This design comes from an exercise in tuning for small area, a short achievable clock period and few clock cycles per item on the open sky130 flow, not from production work. The RTL was checked by simulation tests, not by an equivalence proof against the original design.

raven:
==> flow/design.v <==
module kc_andn (b, c, y);
  input  [63:0] b, c;
  output [63:0] y;
  assign y = ~b & c;
endmodule
module kc_and (s, w, y);
  input         s;
  input  [63:0] w;
  output [63:0] y;
  assign y = {64{s}} & w;
endmodule
module kc_xor (a, b, y);
  input  [63:0] a, b;
  output [63:0] y;
  assign y = a ^ b;
endmodule
module kc_upd (perm, keep, r, q, d);
  input         perm, keep;
  input  [63:0] r, q;
  output [63:0] d;
  assign d = ({64{perm}} & r) | ({64{keep}} & q);
endmodule
module keccak (clk, reset, in, in_ready, is_last, byte_num, buffer_full, out, out_ready);
  input              clk, reset;
  input      [63:0]  in;
  input              in_ready, is_last;
  input      [2:0]   byte_num;
  output reg         buffer_full;
  output     [511:0] out;
  output reg         out_ready;
  reg  [63:0] st [0:24];       
  reg  [8:0]  ptr;             
  reg  [4:0]  rnd;             
  reg         perm;            
  reg         last;            
  reg  [24:0] perm_l;          
  reg  [24:0] keep_l;          
  reg         rst_r;           
  wire end_blk = in_ready & (is_last | ptr[8]) & ~buffer_full;
  wire end_prm = perm & (rnd == 5'd23);
  wire perm_nx = ~reset & (perm ? ~end_prm : end_blk);
  always @(posedge clk) begin
    perm_l <= {25{perm_nx}};
    keep_l <= {{16{~reset & ~perm_nx}}, ~perm_nx, {7{~reset & ~perm_nx}}, ~perm_nx};
    rst_r <= reset;
  end
  always @(posedge clk)
    if (reset) begin
      ptr <= 9'd1;
      rnd <= 0;
      perm <= 0;
      last <= 0;
      buffer_full <= 0;
      out_ready <= 0;
    end else begin
      perm <= perm_nx;
      if (perm) begin
        rnd <= end_prm ? 5'd0 : rnd + 1'b1;
        if (end_prm) begin
          if (last)
            out_ready <= 1;
          else begin
            buffer_full <= 0;
            ptr <= 9'd1;
          end
        end
      end else if (in_ready & ~buffer_full) begin
        if (is_last | ptr[8]) begin
          ptr <= 0;
          buffer_full <= 1;
          last <= is_last;
        end else
          ptr <= {ptr[7:0], 1'b0};
      end
    end
  wire [63:0] w_sw;
  reg  [63:0] w_pad;
  genvar gi;
  generate
    for (gi = 0; gi < 8; gi = gi + 1) begin : SW
      assign w_sw[8*gi +: 8] = in[63-8*gi -: 8];
    end
  endgenerate
  integer k;
  always @(*) begin
    for (k = 0; k < 8; k = k + 1)
      if (~is_last || k < byte_num)
        w_pad[8*k +: 8] = w_sw[8*k +: 8];
      else if (k == byte_num)
        w_pad[8*k +: 8] = 8'h06;
      else
        w_pad[8*k +: 8] = 8'h00;
  end
  wire [63:0] w8 = ({64{ptr[8]}} & w_pad) ^ {is_last, 63'd0};
  wire [8:0]  sel = {in_ready & (ptr[8] | (is_last & ~buffer_full)), ptr[7:0] & {8{in_ready}}};
  function integer rotc(input integer i);
    case (i)
       0: rotc =  0;  1: rotc =  1;  2: rotc = 62;  3: rotc = 28;  4: rotc = 27;
       5: rotc = 36;  6: rotc = 44;  7: rotc =  6;  8: rotc = 55;  9: rotc = 20;
      10: rotc =  3; 11: rotc = 10; 12: rotc = 43; 13: rotc = 25; 14: rotc = 39;
      15: rotc = 41; 16: rotc = 45; 17: rotc = 15; 18: rotc = 21; 19: rotc =  8;
      20: rotc = 18; 21: rotc =  2; 22: rotc = 61; 23: rotc = 56; default: rotc = 14;
    endcase
  endfunction
  wire [63:0] c [0:4];
  wire [63:0] d [0:4];
  wire [63:0] th [0:24];
  wire [63:0] b [0:24];
  wire [63:0] ch [0:24];
  wire [63:0] ro [0:24];
  wire [63:0] nx [0:24];
  reg  [63:0] rc;
  genvar x, y;
  generate
    for (x = 0; x < 5; x = x + 1) begin : TC
      wire [63:0] p01, p23, p234;
      kc_xor x01 (st[x], st[x+5], p01);
      kc_xor x23 (st[x+10], st[x+15], p23);
      kc_xor x234 (p23, st[x+20], p234);
      kc_xor xc (p01, p234, c[x]);
    end
    for (x = 0; x < 5; x = x + 1) begin : TD
      kc_xor dx (c[(x+4)%5], {c[(x+1)%5][62:0], c[(x+1)%5][63]}, d[x]);
    end
    for (y = 0; y < 5; y = y + 1) begin : RY
      for (x = 0; x < 5; x = x + 1) begin : RX
        kc_xor tx (st[x+5*y], d[x], th[x+5*y]);
        if (rotc(x+5*y) == 0) begin : R0
          assign b[y+5*((2*x+3*y)%5)] = th[x+5*y];
        end else begin : RN
          assign b[y+5*((2*x+3*y)%5)] =
            {th[x+5*y][63-rotc(x+5*y):0], th[x+5*y][63:64-rotc(x+5*y)]};
        end
      end
    end
    for (y = 0; y < 5; y = y + 1) begin : CY
      for (x = 0; x < 5; x = x + 1) begin : CX
        wire [63:0] an;
        kc_andn ax (b[(x+1)%5+5*y], b[(x+2)%5+5*y], an);
        if (x == 0 && y == 0) begin : I0
          wire [63:0] bi = b[0] ^ rc;   
          kc_xor cx (bi, an, ch[0]);
        end else begin : IN
          kc_xor cx (b[x+5*y], an, ch[x+5*y]);
        end
        assign ro[x+5*y] = ch[x+5*y];
      end
    end
  endgenerate
  always @(*) begin
    case (rnd)
       0: rc = 64'h0000000000000001;  1: rc = 64'h0000000000008082;
       2: rc = 64'h800000000000808A;  3: rc = 64'h8000000080008000;
       4: rc = 64'h000000000000808B;  5: rc = 64'h0000000080000001;
       6: rc = 64'h8000000080008081;  7: rc = 64'h8000000000008009;
       8: rc = 64'h000000000000008A;  9: rc = 64'h0000000000000088;
      10: rc = 64'h0000000080008009; 11: rc = 64'h000000008000000A;
      12: rc = 64'h000000008000808B; 13: rc = 64'h800000000000008B;
      14: rc = 64'h8000000000008089; 15: rc = 64'h8000000000008003;
      16: rc = 64'h8000000000008002; 17: rc = 64'h8000000000000080;
      18: rc = 64'h000000000000800A; 19: rc = 64'h800000008000000A;
      20: rc = 64'h8000000080008081; 21: rc = 64'h8000000000008080;
      22: rc = 64'h0000000080000001; 23: rc = 64'h8000000080008008;
      default: rc = 64'd0;
    endcase
  end
  generate
    for (gi = 0; gi < 25; gi = gi + 1) begin : ST
      if (gi == 0 || gi == 8) begin : R0
        wire [63:0] qm, m, xw;
        kc_and a0 (~rst_r, st[gi], qm);
        kc_and a (sel[gi], gi == 8 ? w8 : w_pad, m);
        kc_xor xi (qm, m, xw);
        kc_upd u (perm_l[gi], keep_l[gi], ro[gi], xw, nx[gi]);
      end else if (gi < 9) begin : RT
        wire [63:0] m, xw;
        kc_and a (sel[gi], gi == 8 ? w8 : w_pad, m);
        kc_xor xi (st[gi], m, xw);
        kc_upd u (perm_l[gi], keep_l[gi], ro[gi], xw, nx[gi]);
      end else begin : CP
        kc_upd u (perm_l[gi], keep_l[gi], ro[gi], st[gi], nx[gi]);
      end
      always @(posedge clk)
        st[gi] <= nx[gi];
    end
  endgenerate
  generate
    for (gi = 0; gi < 64; gi = gi + 1) begin : OUT
      assign out[511-8*gi -: 8] = st[gi/8][8*(gi%8) +: 8];
    end
  endgenerate
endmodule
export LEC_CHECK = 0
export CAP_MARGIN = 35
export CORE_MARGIN = 2
export CORE_UTILIZATION = 35
export CTS_CLUSTER_DIAMETER = 100
export CTS_CLUSTER_SIZE = 20
export GPL_ROUTABILITY_DRIVEN = 0
export PLACE_DENSITY = 0.5
export SLEW_MARGIN = 35
export SYNTH_HIERARCHICAL = 1
create_clock -name core_clock -period 10.0 [get_ports {clk}]
standard.sh (not shown) runs the stock make flow with config.mk's settings and CLKGATE_MAP_FILE= SYNTH_SCRIPT=/design/flow/synth_recipe.tcl, a recipe that flattens the netlist after the stock synthesis.
==> flow/flow/run.sh <==
#!/bin/bash
# Own layout flow: the standard flow (standard.sh) with these changes:
#  1. after the standard synthesis, every combinational cell is set to its
#     smallest drive strength (downsize.tcl); the repair steps size up what
#     timing, slew and capacitance need;
#  2. the repair steps aim at a setup slack margin (SETUP_MARGIN below);
#  3. the port buffers are plain buffers (buf_1) instead of delay cells;
#     the repair steps size up the ones timing needs;
#  4. timing-driven global placement weights more nets (70% of them, up to
#     3x) and re-weights them more often (at more overflow levels).
# Each tool's output goes to a log file of its own in this folder.
set -euo pipefail
HERE=$(pwd)
SETUP_MARGIN=${SETUP_MARGIN:-6.45}
PORT_BUF=${PORT_BUF:-sky130_fd_sc_hd__buf_1}
R=$HERE/orfs/results/$FLOW_PLATFORM/keccak/base

bash standard.sh synth > log_1_synth.txt 2>&1

ODB_IN=$R/1_synth.odb ODB_OUT=$R/1_synth.odb \
  openroad -no_init -exit flow/downsize.tcl > log_1b_downsize.txt 2>&1

bash standard.sh SETUP_SLACK_MARGIN=$SETUP_MARGIN \
  "BUFFER_PORTS_ARGS=-buffer_cell $PORT_BUF" \
  "GLOBAL_PLACEMENT_ARGS=-timing_driven_net_weight_max 3 -timing_driven_nets_percentage 70 -timing_driven_net_reweight_overflow {79 70 64 56 49 40 29 21 15 10}" finish > log_2_layout.txt 2>&1
==> flow/flow/downsize.tcl <==
# Set every combinational cell of the synthesized netlist to the smallest
# drive strength of its function; the later repair steps size up what the
# timing and slew limits need. Registers, ties and taps are left alone.
read_db $::env(ODB_IN)
set db [ord::get_db]
set block [ord::get_db_block]
set dont_use [list]
if {[info exists ::env(DONT_USE_CELLS)]} { set dont_use $::env(DONT_USE_CELLS) }
set n 0
set saved 0.0
foreach inst [$block getInsts] {
  set m [$inst getMaster]
  set name [$m getName]
  if {![regexp {^(sky130_fd_sc_hd__)([a-z0-9]+)_([0-9]+)$} $name -> pfx base sz]} { continue }
  if {[regexp {^(df|edf|sdf|sedf|dl|conb|tap|decap|fill|diode|clk)} $base]} { continue }
  foreach s {0 1 2} {
    if {$s >= $sz} { break }
    set cand "${pfx}${base}_${s}"
    if {[lsearch -exact $dont_use $cand] >= 0} { continue }
    set cm [$db findMaster $cand]
    if {$cm == "NULL" || $cm == ""} { continue }
    set saved [expr {$saved + ([$m getWidth] - [$cm getWidth]) * [$m getHeight] / 1e6}]
    $inst swapMaster $cm
    incr n
    break
  }
}
puts "downsize: swapped $n instances, area saved [format %.1f $saved] um^2"
write_db $::env(ODB_OUT)
Testbench counts of raven, summed over its fixed seeds: cycles 5,495, bytes 9,368.
The following lists how zinc was set up differently from raven:
-- flow/flow/run.sh --
<<< raven, line 8
#     the repair steps size up the ones timing needs;
#  4. timing-driven global placement weights more nets (70% of them, up to
#     3x) and re-weights them more often (at more overflow levels).
>>> zinc, line 8
#     the repair steps size up the ones timing needs.
<<< raven, line 14
SETUP_MARGIN=${SETUP_MARGIN:-6.45}
>>> zinc, line 12
SETUP_MARGIN=${SETUP_MARGIN:-6.3}
<<< raven, line 25
  "GLOBAL_PLACEMENT_ARGS=-timing_driven_net_weight_max 3 -timing_driven_nets_percentage 70 -timing_driven_net_reweight_overflow {79 70 64 56 49 40 29 21 15 10}" finish > log_2_layout.txt 2>&1
>>> zinc, line 23
  "GLOBAL_PLACEMENT_ARGS=-timing_driven_net_weight_max 3 -timing_driven_nets_percentage 50 -timing_driven_net_reweight_overflow {79 64 49 29 21 15}" finish > log_2_layout.txt 2>&1
==> run notes <==
In terms of biggest cell delay along the critical path, zinc and raven differ only marginally. Re non-clock buffer count: zinc is 174 down on raven. Compared with raven, zinc shows a layout-stage area growth over the synthesis result that is 1.6 points lower. Number of cells on the critical path, zinc and raven: higher on zinc. Looking at wire length of the first global-routing pass, zinc sits 1.7% lower than raven does. raven → zinc: overall fraction of global-route tracks in use decreased by 0.76 points relative to the old numbers, clock buffer count decreased by 4.6% relative to the old numbers, layout cell share with drive strength beyond 1 decreased by 5.1 points relative to the old numbers, total wire length after detailed routing decreased by about 1.5% relative to the old numbers. Cell area | zinc vs raven | zinc smaller.
What onyx does differently from zinc at the input level:
-- flow/flow/run.sh --
<<< zinc, line 8
#     the repair steps size up the ones timing needs.
>>> onyx, line 8
#     the repair steps size up the ones timing needs;
#  4. timing-driven global placement weights more nets (half of them, up to
#     3x) and re-weights them more often (at more overflow levels).
--- outcome ---
In summary, onyx completed successfully, with a layout that passed the timing, DRC and antenna checks.
From onyx to zinc, wire length of the first global-routing pass did not move at all.
Per the comparison of onyx with zinc, final-layout clock-cell area share did not really move; cts-stage hold buffer count did not really move.
Diff onyx..zinc | count of plain and timing-repair buffers | unchanged
What amber does differently from onyx at the input level:
- CAP_MARGIN changed from 35 to 45
- SLEW_MARGIN changed from 35 to 45
-- flow/flow/run.sh --
<<< onyx, line 7
#  3. the port buffers are plain buffers (buf_1) instead of delay cells;
#     the repair steps size up the ones timing needs;
#  4. timing-driven global placement weights more nets (half of them, up to
#     3x) and re-weights them more often (at more overflow levels).
>>> amber, line 7
#  3. the port buffers are plain buffers (buf_2) instead of delay cells.
<<< onyx, line 15
PORT_BUF=${PORT_BUF:-sky130_fd_sc_hd__buf_1}
>>> amber, line 12
PORT_BUF=${PORT_BUF:-sky130_fd_sc_hd__buf_2}
<<< onyx, line 24
  "BUFFER_PORTS_ARGS=-buffer_cell $PORT_BUF" \
  "GLOBAL_PLACEMENT_ARGS=-timing_driven_net_weight_max 3 -timing_driven_nets_percentage 50 -timing_driven_net_reweight_overflow {79 64 49 29 21 15}" finish > log_2_layout.txt 2>&1
>>> amber, line 21
  "BUFFER_PORTS_ARGS=-buffer_cell $PORT_BUF" finish > log_2_layout.txt 2>&1
[summary]
- Detailed-route vias per instance, onyx and amber, lower one = onyx.
- In the tables for onyx and amber, share of layout cells above drive strength 1 reads lower with onyx.
- As of amber, post-detailed-placement half-perimeter wirelength had risen slightly compared to onyx.
- Looking at end point of the critical path, the st[16][58] result is from amber; the st[22][14] one comes from onyx.
- The violation count after the first detailed-routing iteration number comes out higher for onyx vs amber.
- Between amber and onyx, the total negative setup slack figures differ only marginally.

==> static timing again, ports no longer ideal <==
No port has a modelled driver above. Below, the same layouts with a new extraction and two added sets of constraints.
Step 1 (the two cells are an assumption about what drives the block):
set clk [get_ports {clk}]
set_driving_cell -lib_cell sky130_fd_sc_hd__clkbuf_16 $clk
set_driving_cell -lib_cell sky130_fd_sc_hd__buf_2 [delete_from_list [all_inputs] $clk]
Step 2, shift: input delay + t, output delay - t, t = (earliest + latest rising clock arrival at the registers) / 2. This alone moves slack from input paths to output paths.
Three values: ideal, step 1, step 2; two values: the first two.
| run | t, ns | slack for setup (ns) | worst register clock-pin slew, ns | cell pins on the clock port's net |
|---|---|---|---|---|
| raven | 1.077 | 6.128 / 6.128 / 5.436 | 0.10 / 0.10 | 1 |
| zinc | 1.041 | 6.085 / 6.085 / 5.278 | 0.10 / 0.10 | 1 |
| onyx | 1.041 | 6.085 / 6.085 / 5.278 | 0.10 / 0.10 | 1 |
| amber | 1.065 | 6.048 / 6.048 / 5.174 | 0.11 / 0.11 | 1 |
After both steps every run listed still meets setup and hold. For amber, which loses most, drivers alone change the setup slack by 0.000 ns; drivers and shift together by -0.874 ns.
